What follows belongs to an exercise in optimizing a design on an open flow for small area, a short achievable clock period and few clock cycles per item; a production flow would make more cautious choices.
Where RTL was checked, it was by simulation tests only, not by an equivalence proof against the original.

==> inputs of run a <==
// rsa_xcel_naive_RSAXcel
module rsa_xcel_naive_RSAXcel
(
    input  logic clk,
    input  logic reset,
    input  logic [37:0]  xcel_reqstream_msg,    
    input  logic         xcel_reqstream_val,
    output logic         xcel_reqstream_rdy,
    output logic [32:0]  xcel_respstream_msg,   
    output logic         xcel_respstream_val,
    input  logic         xcel_respstream_rdy
);
==> flow/config.mk <==
export PLATFORM = sky130hd
export DESIGN_NAME = rsa_xcel_naive_RSAXcel
export DESIGN_NICKNAME = rsa_xcel_naive_RSAXcel
export VERILOG_FILES = /design/flow/design.v
export SDC_FILE = /design/flow/constraint.sdc
export NUM_CORES = 4
export LEC_CHECK = 0
export CAP_MARGIN = 20
export CORE_MARGIN = 2
export CORE_UTILIZATION = 40
export GPL_ROUTABILITY_DRIVEN = 0
export GPL_TIMING_DRIVEN = 0
export PLACE_DENSITY = 0.6
export SLEW_MARGIN = 20
==> flow/constraint.sdc <==
create_clock -name core_clock -period 15.0 [get_ports {clk}]
set_input_delay 3.0000 -clock core_clock [delete_from_list [all_inputs] [get_ports {clk}]]
set_output_delay 3.0000 -clock core_clock [all_outputs]
set_load 0.01 [all_outputs]
standard.sh (not shown) runs the stock make flow with config.mk's settings and CLKGATE_MAP_FILE= SYNTH_SCRIPT=/design/flow/synth_recipe.tcl, a recipe that flattens the netlist after the stock synthesis.
==> flow/flow/run.sh <==
#!/bin/bash
# Standard ORFS layout, with timing repair aiming below the clock period.
set -euo pipefail
bash standard.sh SETUP_SLACK_MARGIN=10 PLACE_DENSITY=0.75 finish > standard_flow.log 2>&1
==> run b (differences from run a) <==
==> flow/flow/run.sh (replaced) <==
#!/bin/bash
# Standard ORFS layout, with timing repair aiming below the clock period.
set -euo pipefail
bash standard.sh SETUP_SLACK_MARGIN=10 GPL_TIMING_DRIVEN=1 finish > standard_flow.log 2>&1
==> run c (differences from run a) <==
--- a/flow/design.v
+++ b/flow/design.v
@@ -107,29 +107,46 @@
     assign ge  = add_s[35];
     assign red = ge ? add_s[31:0] : v[31:0];
     assign sum = add_s[32:0];
     logic [34:0] s_o, c_o;
     always @( * ) begin : csa
-        logic [34:0] s, c, qn, s1, c1, ab, s2, c2;
-        logic        q, qa;
+        logic [34:0] s, c, qn, s1, c1, s2, c2;
+        logic [34:0] si [0:K];       
+        logic [34:0] ci [0:K];
+        logic [34:0] ab [0:K-1];
+        logic        q [0:K];
+        logic        x1;
         integer      j;
-        s = S;
-        c = {C, 1'b0};
-        q = S[0];
+        for ( j = 0; j < K; j = j + 1 )
+            ab[j] = {2'b0, ( r & {33{dsq[j]}} ) | ( {1'b0, bt} & {33{dmul[j]}} ) | {32'd0, dfin[j]}};
+        si[0] = S;
+        ci[0] = {C, 1'b0};
+        q[0]  = S[0];
+        q[1]  = S[1] ^ C[1] ^ ab[0][0] ^ ( q[0] & ~n_r[1] );
         for ( j = 0; j < K; j = j + 1 ) begin
-            ab = {2'b0, ( r & {33{dsq[j]}} ) | ( {1'b0, bt} & {33{dmul[j]}} ) | {32'd0, dfin[j]}};
-            qa = s[1] ^ c[1] ^ ab[0] ^ ( q & ~n_r[1] );
-            qn = q ? {3'b0, n_r} : 35'd0;
+            s  = si[j];
+            c  = ci[j];
+            if ( j + 2 <= K ) begin
+                x1 = s[1] ^ c[1] ^ ( q[j] & n_r[1] );
+                q[j+2] = ( s[2] ^ c[2] ^ ( q[j] & n_r[2] ) )
+                       ^ ( ( s[1] & c[1] ) | ( ( s[1] | c[1] ) & q[j] & n_r[1] ) )
+                       ^ ab[j][1]
+                       ^ ( ( x1 & q[j] ) | ( ( x1 | q[j] ) & ab[j][0] ) )
+                       ^ ( q[j+1] & ~n_r[1] )
+                       ^ ab[j+1 < K ? j+1 : 0][0] & ( j + 1 < K );
+            end
+            qn = q[j] ? {3'b0, n_r} : 35'd0;
             s1 = s ^ c ^ qn;
             c1 = ( s & c ) | ( s & qn ) | ( c & qn );
             s1 = s1 >> 1;
-            s2 = s1 ^ c1 ^ ab;
-            c2 = ( s1 & c1 ) | ( s1 & ab ) | ( c1 & ab );
-            s  = s2;
-            c  = {c2[33:0], 1'b0};
-            q  = qa;
-        end
+            s2 = s1 ^ c1 ^ ab[j];
+            c2 = ( s1 & c1 ) | ( s1 & ab[j] ) | ( c1 & ab[j] );
+            si[j+1] = s2;
+            ci[j+1] = {c2[33:0], 1'b0};
+        end
+        s = si[K];
+        c = ci[K];
         s_o = s;
         c_o = c;
     end
     logic ebit;
     assign ebit = e_r[idx];
==> flow/flow/run.sh (replaced) <==
#!/bin/bash
# Standard ORFS layout, with timing repair aiming below the clock period.
set -euo pipefail
bash standard.sh SETUP_SLACK_MARGIN=10.2  finish > standard_flow.log 2>&1
- CORE_UTILIZATION: 40 -> 75
- GPL_TIMING_DRIVEN: 0 -> 1
- PLACE_DENSITY: 0.6 -> 0.85
==> run d (differences from run a) <==
--- a/flow/design.v
+++ b/flow/design.v
@@ -71,14 +71,15 @@
     logic rd_pend;
     assign rd_pend = ( ( pend != 2'd0 ) & ~t0 ) | ( ( pend == 2'd2 ) & ~t1 );
     logic start;
     assign start = go_pend & ~rd_pend & ( st == ST_IDLE );
     logic        dbl;
-    logic        fast;
+    logic        fast;               
     logic [32:0] v;
     assign dbl  = start | ( st == ST_DBL );
-    assign fast = n_r[31];
+    always @( posedge clk )
+        if ( st == ST_IDLE ) fast <= n_r[31];
     assign v    = start ? {1'b0, b_r & {32{fast}}} : {bt, inbit};
     logic [34:0] add_x, add_y;
     logic [35:0] add_s;
     assign add_x = S | ( {2'b0, v} & {35{dbl}} );
     assign add_y = {C, 1'b0} | ( ~{3'b0, n_r} & {35{dbl}} );
@@ -107,29 +108,46 @@
     assign ge  = add_s[35];
     assign red = ge ? add_s[31:0] : v[31:0];
     assign sum = add_s[32:0];
     logic [34:0] s_o, c_o;
     always @( * ) begin : csa
-        logic [34:0] s, c, qn, s1, c1, ab, s2, c2;
-        logic        q, qa;
+        logic [34:0] s, c, qn, s1, c1, s2, c2;
+        logic [34:0] si [0:K];       
+        logic [34:0] ci [0:K];
+        logic [34:0] ab [0:K-1];
+        logic        q [0:K];
+        logic        x1;
         integer      j;
-        s = S;
-        c = {C, 1'b0};
-        q = S[0];
+        for ( j = 0; j < K; j = j + 1 )
+            ab[j] = {2'b0, ( r & {33{dsq[j]}} ) | ( {1'b0, bt} & {33{dmul[j]}} ) | {32'd0, dfin[j]}};
+        si[0] = S;
+        ci[0] = {C, 1'b0};
+        q[0]  = S[0];
+        q[1]  = S[1] ^ C[1] ^ ab[0][0] ^ ( q[0] & ~n_r[1] );
         for ( j = 0; j < K; j = j + 1 ) begin
-            ab = {2'b0, ( r & {33{dsq[j]}} ) | ( {1'b0, bt} & {33{dmul[j]}} ) | {32'd0, dfin[j]}};
-            qa = s[1] ^ c[1] ^ ab[0] ^ ( q & ~n_r[1] );
-            qn = q ? {3'b0, n_r} : 35'd0;
+            s  = si[j];
+            c  = ci[j];
+            if ( j + 2 <= K ) begin
+                x1 = s[1] ^ c[1] ^ ( q[j] & n_r[1] );
+                q[j+2] = ( s[2] ^ c[2] ^ ( q[j] & n_r[2] ) )
+                       ^ ( ( s[1] & c[1] ) | ( ( s[1] | c[1] ) & q[j] & n_r[1] ) )
+                       ^ ab[j][1]
+                       ^ ( ( x1 & q[j] ) | ( ( x1 | q[j] ) & ab[j][0] ) )
+                       ^ ( q[j+1] & ~n_r[1] )
+                       ^ ab[j+1 < K ? j+1 : 0][0] & ( j + 1 < K );
+            end
+            qn = q[j] ? {3'b0, n_r} : 35'd0;
             s1 = s ^ c ^ qn;
             c1 = ( s & c ) | ( s & qn ) | ( c & qn );
             s1 = s1 >> 1;
-            s2 = s1 ^ c1 ^ ab;
-            c2 = ( s1 & c1 ) | ( s1 & ab ) | ( c1 & ab );
-            s  = s2;
-            c  = {c2[33:0], 1'b0};
-            q  = qa;
-        end
+            s2 = s1 ^ c1 ^ ab[j];
+            c2 = ( s1 & c1 ) | ( s1 & ab[j] ) | ( c1 & ab[j] );
+            si[j+1] = s2;
+            ci[j+1] = {c2[33:0], 1'b0};
+        end
+        s = si[K];
+        c = ci[K];
         s_o = s;
         c_o = c;
     end
     logic ebit;
     assign ebit = e_r[idx];
@@ -215,11 +233,11 @@
             r    <= nxt_done & lead ? 33'd1 : r_nxt;
             dsq  <= r_nxt[K-1:0] & {K{nxt_op == OP_SQ}};
             dmul <= r_nxt[K-1:0] & {K{nxt_op == OP_MUL}};
             dfin <= r_nxt[K-1:0] & {K{nxt_op == OP_FIN}};
         end
-        else if ( st == ST_MM ) begin
+        else begin
             cyc  <= cyc + 4'd1;
             dsq  <= r_ext[(cyc+4'd1)*K +: K] & {K{op == OP_SQ}};
             dmul <= r_ext[(cyc+4'd1)*K +: K] & {K{op == OP_MUL}};
             dfin <= r_ext[(cyc+4'd1)*K +: K] & {K{op == OP_FIN}};
         end
==> flow/flow/run.sh (replaced) <==
#!/bin/bash
# Standard ORFS layout, with timing repair aiming below the clock period.
set -euo pipefail
bash standard.sh SETUP_SLACK_MARGIN=10.2 GPL_TIMING_DRIVEN=1 finish > standard_flow.log 2>&1
==> results.toml <==
[setup_path]
cp.depth = 18
worstPathCellList = "clkbuf_16 -> and2_4 -> fa_1 -> inv_1 -> fa_1 -> inv_2 -> ha_4 -> xor2_4 -> xnor2_4 -> buf_6 -> clkbuf_16 -> nand2_4 -> fa_1 -> fa_2 -> fa_1 -> inv_2 -> fa_2 -> and2_1"

[power_and_ir_drop]
p_seq_frac = 0.408
p_leak_uw = 0.00968

[final_layout]
nFillCells = 4379
clkCellAreaFrac = 0.0438

[run_status]
outcome = "complete, no violations"

[hold_path]
hp-start = "busy$_DFF_P_"
Source of the figures above: run a

==> results.toml <==
[setup_path]
worstPathCellList = "buf_12 -> buf_16 -> and2_4 -> fa_1 -> inv_2 -> fa_2 -> fa_1 -> fa_2 -> fa_2 -> fa_2 -> fa_1 -> inv_2 -> fa_2 -> and2_1"
cp.depth = 14
crit_family = "adder cells"
crit_top_cell = "fa_2"

[run_status]
outcome = "complete, no violations"

[final_layout]
nFillCells = 1191
seq_cells = 271
clkCellAreaFrac = 0.0399
drive_gt1_frac = 0.209

[hold_path]
hp-start = "go_pend$_SDFFE_PP0P_"
hp-class = "reg2reg"

[floorplan]
start_util = 0.757

[yosys]
syn_inst = 1815

[power_and_ir_drop]
p_leak_uw = 0.00993
Source of the figures above: run c

==> results.toml <==
[run_status]
outcome = "complete, no violations"

[setup_path]
cp.depth = 14
worstPathCellList = "buf_12 -> buf_16 -> and2_4 -> fa_1 -> inv_1 -> fa_1 -> fa_2 -> fa_2 -> fa_1 -> fa_1 -> inv_1 -> fa_2 -> fa_2 -> and2_1"

[power_and_ir_drop]
p_seq_frac = 0.310
p_leak_uw = 0.00937

[yosys]
synth_cell_types = 73

[final_layout]
clkbuf_count = 45
clkCellAreaFrac = 0.0451
nFillCells = 4630

[hold_path]
hp-start = "go_pend$_SDFFE_PP0P_"
Source of the figures above: run d

==> results.toml <==
[run_status]
outcome = "complete, no violations"

[clock_tree]
root_buffer = "clkbuf_16"
cts.sinks = 271

[final_layout]
clkCellAreaFrac = 0.0503
nFillCells = 4557

[setup_path]
cp.depth = 19
worstPathCellList = "buf_12 -> and2_4 -> fa_1 -> inv_1 -> fa_1 -> fa_1 -> fa_1 -> inv_2 -> ha_4 -> xor2_4 -> xnor2_4 -> buf_12 -> buf_12 -> buf_12 -> nand2_2 -> fa_1 -> inv_2 -> fa_2 -> and2_1"
worstRegToRegCells = 19
r2r_setup_slack_ns = 9.83
critPathRequiredTime_ns = 15.48

[hold_path]
hp-start = "idx[3]$_DFF_P_"

[power_and_ir_drop]
p_leak_uw = 0.00962
seq-power_uw = 854
p_seq_frac = 0.398

[sta]
finClkSkew_ns = 0.0154

[yosys]
ys.flop_type = "edfxtp_1"
Source of the figures above: run b

Testbench counts of run a, summed over its fixed seeds: cycles 70,518, items 192.
Testbench counts of run b, summed over its fixed seeds: cycles 70,518, items 192.
Testbench counts of run c, summed over its fixed seeds: cycles 70,518, items 192.
No functional check of the RTL was part of run d.

re-timing with driven ports:
The flow's constraints put no driver on any port. The routed layouts listed below were extracted and timed again, unchanged, in two steps. Step 1: set_driving_cell puts a clkbuf_16 on clk and a buf_2 on each other input, an assumption about the parent block. Step 2 moves the port delays by t, midway between the first and last clock arrival at a register: inputs arrive t later, outputs are due t later. That takes back most of the time a late clock gives input paths. Slacks: no drivers / after step 1 / after step 2; pairs: no drivers / after step 1.
run	t, ns	setup slack, ns	worst register clock-pin slew, ns	cell pins on the clock port's net
run a	0.643	9.761 / 9.761 / 9.706	0.07 / 0.07	1
run b	0.591	9.832 / 9.832 / 9.690	0.06 / 0.06	1
run c	0.611	9.814 / 9.814 / 9.669	0.07 / 0.07	1
run d	0.598	10.005 / 10.005 / 9.688	0.07 / 0.07	1
After both steps every run listed still meets setup and hold. The setup slack of run d, which loses most, moves by 0.000 ns with the drivers and by -0.317 ns with both steps.
